What follows belongs to an exercise in optimizing a design on an open flow for small area; a production flow would make more cautious choices. At most, simulation tests tie the RTL to the original design; equivalence was not proved. Power and IR drop assume default switching activity.

==> inputs of run a <==
==> flow/design.v (excerpt) <==
module alu_design #(parameter W = 8)(
    input clk, rst, mode, ce, cin,
    input [1:0] inp_valid,
    input [7:0] opa, opb,
    input [3:0] cmd,
    output err, ov, cout, g, l, e,
    output reg [15:0] res
);
Settings: LEC_CHECK=0, CAP_MARGIN=20, CORE_MARGIN=2, CORE_UTILIZATION=60, CTS_BUF_LIST=sky130_fd_sc_hd__clkbuf_8, GPL_TIMING_DRIVEN=0, SLEW_MARGIN=20, SYNTH_HIERARCHICAL=1; clock period 7.0 ns.
standard.sh (not shown) runs the stock make flow with config.mk's settings and CLKGATE_MAP_FILE= SYNTH_SCRIPT=/design/flow/synth_recipe.tcl, a recipe that flattens the netlist after the stock synthesis.
==> flow/flow/run.sh <==
#!/bin/bash
# Standard ORFS layout with these changes:
#  - synthesis maps logic with an area-oriented ABC script (flow/synth.tcl)
#  - port buffers use the smallest buffer cell
#  - clock tree: large sink clusters and no dummy loads
set -euo pipefail
F="$PWD/flow"
bash standard.sh SYNTH_SCRIPT="$F/synth.tcl" \
  "BUFFER_PORTS_ARGS=-buffer_cell sky130_fd_sc_hd__buf_1" \
  "CTS_ARGS=-sink_clustering_enable -repair_clock_nets -dont_use_dummy_load -buf_list sky130_fd_sc_hd__clkbuf_8 -sink_clustering_size 50 -sink_clustering_max_diameter 300" \
  finish > standard.log 2>&1
==> flow/flow/area.abc <==
strash
&get -n
&deepsyn -I 10 -J 50
&put
dch -f
amap
topo
stime -c
dnsize -c
==> flow/flow/synth.tcl <==
# synth_recipe.tcl with one change: the final technology mapping uses the
# area-oriented ABC script beside this file instead of ORFS's speed script.
proc synth {args} { yosys synth -nofsm -noshare {*}$args }
set ::area_abc_script [file join [file dirname [file normalize [info script]]] area.abc]
proc abc {args} {
  set i [lsearch $args -script]
  if {$i >= 0} { lset args [expr {$i + 1}] $::area_abc_script }
  yosys abc {*}$args
}
source $::env(SCRIPTS_DIR)/synth.tcl
# left out here: clear keep_hierarchy, flatten, clean up, hide names made inside functions, write 1_2_yosys.v
==> run b: changes against run a <==
--- a/flow/design.v
+++ b/flow/design.v
@@ -1,18 +1,18 @@
 module alu_design #(parameter W = 8)(
     input clk, rst, mode, ce, cin,
     input [1:0] inp_valid,
     input [7:0] opa, opb,
     input [3:0] cmd,
     output err, ov, cout, g, l, e,
     output reg [15:0] res
 );
-localparam F_NONE = 3'd0, F_COUT = 3'd1, F_OV = 3'd2, F_ERR = 3'd3,
-           F_L = 3'd4, F_G = 3'd5, F_E = 3'd6;
+localparam F_NONE = 3'd0, F_COUT = 3'd1, F_OV = 3'd2, F_G = 3'd3,
+           F_L = 3'd4, F_E = 3'd5, F_ERR = 3'd6;
 wire [7:0] a = opa, b = opb;
 wire v01 = ~inp_valid[1] &  inp_valid[0];
 wire v10 =  inp_valid[1] & ~inp_valid[0];
 wire v11 =  inp_valid[1] &  inp_valid[0];
 wire [3:0] k = cmd;
 wire o_inc  = mode & ((v01 & k == 4'd4) | (v10 & k == 4'd6));
 wire o_dec  = mode & ((v01 & k == 4'd5) | (v10 & k == 4'd7));
 wire o_add  = mode & v11 & (k == 4'd0 | k == 4'd2);
@@ -95,25 +95,25 @@
 wire y_b   = o_minc | o_mshl;
 wire y_oh  = o_rol | o_ror;
 wire y_one = ~(o_err | o_cmp | y_b | y_oh | o_shr);
 wire [7:0] n_y = ({8{y_b}} & (binc[7:0] | {binc[8], 7'd0})) |
                  ({8{y_oh}} & oh) | {o_shr, 6'd0, y_one};
 wire [7:0] n_x = sum | {o_minc & c8 & ~binc[8], 7'd0};
 wire n_s    = o_mshl | o_shl | o_ror | (o_minc & (c8 | binc[8]));
 wire n_fold = o_rol | o_ror | o_shr;
-wire ovs = o_sadd ? ((a[7] & b[7] & ~sum[7] & |{a[6:0], b[6:0]}) | (~a[7] & ~b[7] & sum[7])) :
+wire ovs = o_sadd ? ((a[7] & b[7] & ~sum[7] & ~sum_zero) | (~a[7] & ~b[7] & sum[7])) :
                     ((~a[7] & (|a) & b[7] & sum[7]) | (a[7] & ~b[7] & ~sum[7]));
 wire n_hiff = (o_dec | o_sub) & ~c8 |
               (o_sadd | o_ssub) & (a[7] ^ b[7] ^ o_ssub ^ c8) |
               (o_lnorm & k[0]) | o_nota | o_notb | o_shr;
-wire [2:0] n_fc = {o_cmp,
-                   o_cmp ? sum_zero :
-                       (o_err | ((o_dec | o_sub) & ~c8) | ((o_sadd | o_ssub) & ovs)),
-                   o_cmp ? c8 & ~sum_zero : (o_err | ((o_inc | o_add) & c8))};
+wire [2:0] n_fc = o_err ? F_ERR :
+                  o_cmp ? (sum_zero ? F_E : (c8 ? F_G : F_L)) :
+                  ((o_inc | o_add) & c8) ? F_COUT :
+                  (((o_dec | o_sub) & ~c8) | ((o_sadd | o_ssub) & ovs)) ? F_OV : F_NONE;
 reg [7:0] x;
 reg [7:0] y;
 reg       s, fold, hiff;
 reg [2:0] fc;
 always @(posedge clk)
     if (ce) x <= n_x;
 always @(posedge clk or posedge rst) begin
     if (rst) begin
@@ -297,17 +297,17 @@
   alu_fa u_fs53 (.a(fc39), .b(fs40), .c(fc52), .s(fs53), .co(fc53));
   wire fs54, fc54;
   alu_fa u_fs54 (.a(fc40), .b(fs41), .c(fc53), .s(fs54), .co(fc54));
   wire fs55, fc55;
   alu_fa u_fs55 (.a(fc41), .b(pp7_7), .c(fc54), .s(fs55), .co(fc55));
   assign m = ~{fc55, fs55, fs54, fs53, fs52, fs51, fs50, fs49, fs48, fs47, fs46, fs45, fs44, fs43, hs42, pp0_0};
 wire [15:0] ms = s ? {m[14:0], 1'b0} : m;
 wire [7:0]  hi = (hiff ? {8{~fold}} : ms[15:8]) | {7'd0, fc == F_COUT};
-wire [7:0]  lo = ms[7:0] | ({8{fold}} & {s & m[14], ms[14:8]});
+wire [7:0]  lo = fold ? (ms[7:0] | ms[15:8]) : ms[7:0];
 reg [2:0] fc2;
 always @(posedge clk or posedge rst) begin
     if (rst) begin
         res <= 0; fc2 <= F_NONE;
     end else if (ce) begin
         res <= {hi, lo}; fc2 <= fc;
     end
 end
==> flow/flow/run.sh (replaced) <==
#!/bin/bash
# Standard ORFS layout with two changes:
#  - synthesis maps logic with an area-oriented ABC script (flow/synth.tcl)
#  - port buffers use the smallest buffer cell
set -euo pipefail
F="$PWD/flow"
bash standard.sh SYNTH_SCRIPT="$F/synth.tcl" \
  "BUFFER_PORTS_ARGS=-buffer_cell sky130_fd_sc_hd__buf_1" finish > standard.log 2>&1
Settings changed: CORE_UTILIZATION 60 to 40.
==> run c: changes against run a <==
--- a/flow/design.v
+++ b/flow/design.v
@@ -1,18 +1,18 @@
 module alu_design #(parameter W = 8)(
     input clk, rst, mode, ce, cin,
     input [1:0] inp_valid,
     input [7:0] opa, opb,
     input [3:0] cmd,
     output err, ov, cout, g, l, e,
     output reg [15:0] res
 );
-localparam F_NONE = 3'd0, F_COUT = 3'd1, F_OV = 3'd2, F_ERR = 3'd3,
-           F_L = 3'd4, F_G = 3'd5, F_E = 3'd6;
+localparam F_NONE = 3'd0, F_COUT = 3'd1, F_OV = 3'd2, F_G = 3'd3,
+           F_L = 3'd4, F_E = 3'd5, F_ERR = 3'd6;
 wire [7:0] a = opa, b = opb;
 wire v01 = ~inp_valid[1] &  inp_valid[0];
 wire v10 =  inp_valid[1] & ~inp_valid[0];
 wire v11 =  inp_valid[1] &  inp_valid[0];
 wire [3:0] k = cmd;
 wire o_inc  = mode & ((v01 & k == 4'd4) | (v10 & k == 4'd6));
 wire o_dec  = mode & ((v01 & k == 4'd5) | (v10 & k == 4'd7));
 wire o_add  = mode & v11 & (k == 4'd0 | k == 4'd2);
@@ -95,25 +95,25 @@
 wire y_b   = o_minc | o_mshl;
 wire y_oh  = o_rol | o_ror;
 wire y_one = ~(o_err | o_cmp | y_b | y_oh | o_shr);
 wire [7:0] n_y = ({8{y_b}} & (binc[7:0] | {binc[8], 7'd0})) |
                  ({8{y_oh}} & oh) | {o_shr, 6'd0, y_one};
 wire [7:0] n_x = sum | {o_minc & c8 & ~binc[8], 7'd0};
 wire n_s    = o_mshl | o_shl | o_ror | (o_minc & (c8 | binc[8]));
 wire n_fold = o_rol | o_ror | o_shr;
-wire ovs = o_sadd ? ((a[7] & b[7] & ~sum[7] & |{a[6:0], b[6:0]}) | (~a[7] & ~b[7] & sum[7])) :
+wire ovs = o_sadd ? ((a[7] & b[7] & ~sum[7] & ~sum_zero) | (~a[7] & ~b[7] & sum[7])) :
                     ((~a[7] & (|a) & b[7] & sum[7]) | (a[7] & ~b[7] & ~sum[7]));
 wire n_hiff = (o_dec | o_sub) & ~c8 |
               (o_sadd | o_ssub) & (a[7] ^ b[7] ^ o_ssub ^ c8) |
               (o_lnorm & k[0]) | o_nota | o_notb | o_shr;
-wire [2:0] n_fc = {o_cmp,
-                   o_cmp ? sum_zero :
-                       (o_err | ((o_dec | o_sub) & ~c8) | ((o_sadd | o_ssub) & ovs)),
-                   o_cmp ? c8 & ~sum_zero : (o_err | ((o_inc | o_add) & c8))};
+wire [2:0] n_fc = o_err ? F_ERR :
+                  o_cmp ? (sum_zero ? F_E : (c8 ? F_G : F_L)) :
+                  ((o_inc | o_add) & c8) ? F_COUT :
+                  (((o_dec | o_sub) & ~c8) | ((o_sadd | o_ssub) & ovs)) ? F_OV : F_NONE;
 reg [7:0] x;
 reg [7:0] y;
 reg       s, fold, hiff;
 reg [2:0] fc;
 always @(posedge clk)
     if (ce) x <= n_x;
 always @(posedge clk or posedge rst) begin
     if (rst) begin
@@ -297,17 +297,17 @@
   alu_fa u_fs53 (.a(fc39), .b(fs40), .c(fc52), .s(fs53), .co(fc53));
   wire fs54, fc54;
   alu_fa u_fs54 (.a(fc40), .b(fs41), .c(fc53), .s(fs54), .co(fc54));
   wire fs55, fc55;
   alu_fa u_fs55 (.a(fc41), .b(pp7_7), .c(fc54), .s(fs55), .co(fc55));
   assign m = ~{fc55, fs55, fs54, fs53, fs52, fs51, fs50, fs49, fs48, fs47, fs46, fs45, fs44, fs43, hs42, pp0_0};
 wire [15:0] ms = s ? {m[14:0], 1'b0} : m;
 wire [7:0]  hi = (hiff ? {8{~fold}} : ms[15:8]) | {7'd0, fc == F_COUT};
-wire [7:0]  lo = ms[7:0] | ({8{fold}} & {s & m[14], ms[14:8]});
+wire [7:0]  lo = fold ? (ms[7:0] | ms[15:8]) : ms[7:0];
 reg [2:0] fc2;
 always @(posedge clk or posedge rst) begin
     if (rst) begin
         res <= 0; fc2 <= F_NONE;
     end else if (ce) begin
         res <= {hi, lo}; fc2 <= fc;
     end
 end
==> flow/flow/run.sh (replaced) <==
#!/bin/bash
# Standard ORFS layout with two changes:
#  - synthesis maps logic with an area-oriented ABC script (flow/synth.tcl)
#  - port buffers use the smallest buffer cell
set -euo pipefail
F="$PWD/flow"
bash standard.sh SYNTH_SCRIPT="$F/synth.tcl" \
  "BUFFER_PORTS_ARGS=-buffer_cell sky130_fd_sc_hd__buf_1" finish > standard.log 2>&1
==> flow/flow/area.abc (replaced) <==
strash
dc2
dch -f
amap
topo
stime -c
dnsize -c
Settings changed: CORE_UTILIZATION 60 to 75.
==> run d: changes against run a <==
--- a/flow/design.v
+++ b/flow/design.v
@@ -1,18 +1,18 @@
 module alu_design #(parameter W = 8)(
     input clk, rst, mode, ce, cin,
     input [1:0] inp_valid,
     input [7:0] opa, opb,
     input [3:0] cmd,
     output err, ov, cout, g, l, e,
     output reg [15:0] res
 );
-localparam F_NONE = 3'd0, F_COUT = 3'd1, F_OV = 3'd2, F_ERR = 3'd3,
-           F_L = 3'd4, F_G = 3'd5, F_E = 3'd6;
+localparam F_NONE = 3'd0, F_COUT = 3'd1, F_OV = 3'd2, F_G = 3'd3,
+           F_L = 3'd4, F_E = 3'd5, F_ERR = 3'd6;
 wire [7:0] a = opa, b = opb;
 wire v01 = ~inp_valid[1] &  inp_valid[0];
 wire v10 =  inp_valid[1] & ~inp_valid[0];
 wire v11 =  inp_valid[1] &  inp_valid[0];
 wire [3:0] k = cmd;
 wire o_inc  = mode & ((v01 & k == 4'd4) | (v10 & k == 4'd6));
 wire o_dec  = mode & ((v01 & k == 4'd5) | (v10 & k == 4'd7));
 wire o_add  = mode & v11 & (k == 4'd0 | k == 4'd2);
@@ -95,25 +95,25 @@
 wire y_b   = o_minc | o_mshl;
 wire y_oh  = o_rol | o_ror;
 wire y_one = ~(o_err | o_cmp | y_b | y_oh | o_shr);
 wire [7:0] n_y = ({8{y_b}} & (binc[7:0] | {binc[8], 7'd0})) |
                  ({8{y_oh}} & oh) | {o_shr, 6'd0, y_one};
 wire [7:0] n_x = sum | {o_minc & c8 & ~binc[8], 7'd0};
 wire n_s    = o_mshl | o_shl | o_ror | (o_minc & (c8 | binc[8]));
 wire n_fold = o_rol | o_ror | o_shr;
-wire ovs = o_sadd ? ((a[7] & b[7] & ~sum[7] & |{a[6:0], b[6:0]}) | (~a[7] & ~b[7] & sum[7])) :
+wire ovs = o_sadd ? ((a[7] & b[7] & ~sum[7] & ~sum_zero) | (~a[7] & ~b[7] & sum[7])) :
                     ((~a[7] & (|a) & b[7] & sum[7]) | (a[7] & ~b[7] & ~sum[7]));
 wire n_hiff = (o_dec | o_sub) & ~c8 |
               (o_sadd | o_ssub) & (a[7] ^ b[7] ^ o_ssub ^ c8) |
               (o_lnorm & k[0]) | o_nota | o_notb | o_shr;
-wire [2:0] n_fc = {o_cmp,
-                   o_cmp ? sum_zero :
-                       (o_err | ((o_dec | o_sub) & ~c8) | ((o_sadd | o_ssub) & ovs)),
-                   o_cmp ? c8 & ~sum_zero : (o_err | ((o_inc | o_add) & c8))};
+wire [2:0] n_fc = o_err ? F_ERR :
+                  o_cmp ? (sum_zero ? F_E : (c8 ? F_G : F_L)) :
+                  ((o_inc | o_add) & c8) ? F_COUT :
+                  (((o_dec | o_sub) & ~c8) | ((o_sadd | o_ssub) & ovs)) ? F_OV : F_NONE;
 reg [7:0] x;
 reg [7:0] y;
 reg       s, fold, hiff;
 reg [2:0] fc;
 always @(posedge clk)
     if (ce) x <= n_x;
 always @(posedge clk or posedge rst) begin
     if (rst) begin
@@ -297,17 +297,17 @@
   alu_fa u_fs53 (.a(fc39), .b(fs40), .c(fc52), .s(fs53), .co(fc53));
   wire fs54, fc54;
   alu_fa u_fs54 (.a(fc40), .b(fs41), .c(fc53), .s(fs54), .co(fc54));
   wire fs55, fc55;
   alu_fa u_fs55 (.a(fc41), .b(pp7_7), .c(fc54), .s(fs55), .co(fc55));
   assign m = ~{fc55, fs55, fs54, fs53, fs52, fs51, fs50, fs49, fs48, fs47, fs46, fs45, fs44, fs43, hs42, pp0_0};
 wire [15:0] ms = s ? {m[14:0], 1'b0} : m;
 wire [7:0]  hi = (hiff ? {8{~fold}} : ms[15:8]) | {7'd0, fc == F_COUT};
-wire [7:0]  lo = ms[7:0] | ({8{fold}} & {s & m[14], ms[14:8]});
+wire [7:0]  lo = fold ? (ms[7:0] | ms[15:8]) : ms[7:0];
 reg [2:0] fc2;
 always @(posedge clk or posedge rst) begin
     if (rst) begin
         res <= 0; fc2 <= F_NONE;
     end else if (ce) begin
         res <= {hi, lo}; fc2 <= fc;
     end
 end
==> flow/flow/run.sh (replaced) <==
#!/bin/bash
# Standard ORFS layout with two changes:
#  - synthesis maps logic with an area-oriented ABC script (flow/synth.tcl)
#  - port buffers use the smallest buffer cell
set -euo pipefail
F="$PWD/flow"
bash standard.sh SYNTH_SCRIPT="$F/synth.tcl" \
  "BUFFER_PORTS_ARGS=-buffer_cell sky130_fd_sc_hd__buf_1" finish > standard.log 2>&1
==> flow/flow/area.abc (replaced) <==
strash
dc2
dch -f
amap
topo
stime -c
dnsize -c
==> notes <==
- Run a ran to the end with no violations. Run b went through all stages and came out clean. Run d finished with timing, DRC and antenna clean. Run c produced a layout that fails on setup timing.
- Total power: run d is larger than run b (1.3%).
- Sequential cell count is the same in run d and run b.
- Critical path depth, lowest first: run a, run c, run d, run b.
- Setup slack, highest first: run b, run d, run a, run c.
- Of run d and run c, run d has the higher register-to-register slack (gap 330 ps).
- Synthesized cell count is the same in run c and run d.
- Cell area, lowest first: run a, run b, run d, run c.
- The lowest global-route usage belongs to run b, the highest to run c.
==> figures <==
                                                                            run a             run c             run d           run b
Switching power total                                                      271 uW            363 uW            303 uW          298 uW
Synthesized-area fraction occupied by ao, oa, aoi and oai cells             0.185             0.197             0.197           0.195
Top-area cell type share of the netlist area                                0.268             0.258             0.258           0.267
Switching Fraction                                                          0.375             0.392             0.382           0.380
Clk. pwr                                                                   137 uW            238 uW            166 uW          176 uW
Sequential element share of the synthesized area                            0.255             0.246             0.246           0.255
Startpoint of the most critical register-to-register path        y[1]$_DFFE_PP0P_  y[0]$_DFFE_PP0P_  y[1]$_DFFE_PP0P_  x[3]$_DFFE_PP_
Avg Cell Area, Syn                                                     8.67 sq um        8.38 sq um        8.38 sq um      8.72 sq um
Dpl cells                                                                     611               639               666             665
Arr. time, crit path                                                      7030 ps           7510 ps           7030 ps         7010 ps
Number of nets in the layout                                                  644               689               685             649
Combinational power                                                        265 uW            365 uW            314 uW          287 uW
Count of fill cells added during filler insertion                             558               172               606            1015
Largest driver fanout on the critical path                                     14                 7                 6               7
Run status                                               timing/DRC/antenna clean   failed layout checks  timing/DRC/antenna clean  timing/DRC/antenna clean
Reasons for failing layout checks                                               -      setup timing                 -               -
Post-layout utilization of the core                                         0.713             0.939             0.713           0.484
Total met3 wirelength after detailed routing                               570 um           2.76 mm            498 um          668 um
Via count of the first global-routing pass                                   3881              4631              4111            3891
Function not checked in run a: the RTL went through the layout flow alone.

-- port drivers added, routing unchanged --
The flow's constraints put no driver on any port. The routed layouts listed below were extracted and timed again, unchanged, in two steps. Step 1, drivers: a clkbuf_16 drives clk and a buf_2 each remaining input, both assumed. Step 2 also shifts input and output timing later by t, the mid clock arrival at the registers, as if the neighbouring blocks saw the same clock. a / b / c = ideal / step 1 / step 2; a / b = the first two.
run | shift t [ns] | setup WS [ns] | hold WS [ns]
run a | 0.318 | 0.187 / 0.195 / -0.123 | 0.484 / 0.484 / 0.484
run b | 0.321 | 0.212 / 0.221 / -0.100 | 0.529 / 0.529 / 0.529
run c | 0.332 | -0.280 / -0.276 / -0.608 | 0.495 / 0.495 / 0.495
run d | 0.323 | 0.198 / 0.207 / -0.115 | 0.479 / 0.479 / 0.479
Met with ideal ports but missed after step 2: setup timing in run a, run b and run d. For run c, which loses most, drivers alone change the setup slack by +0.004 ns; drivers and shift together by -0.328 ns.
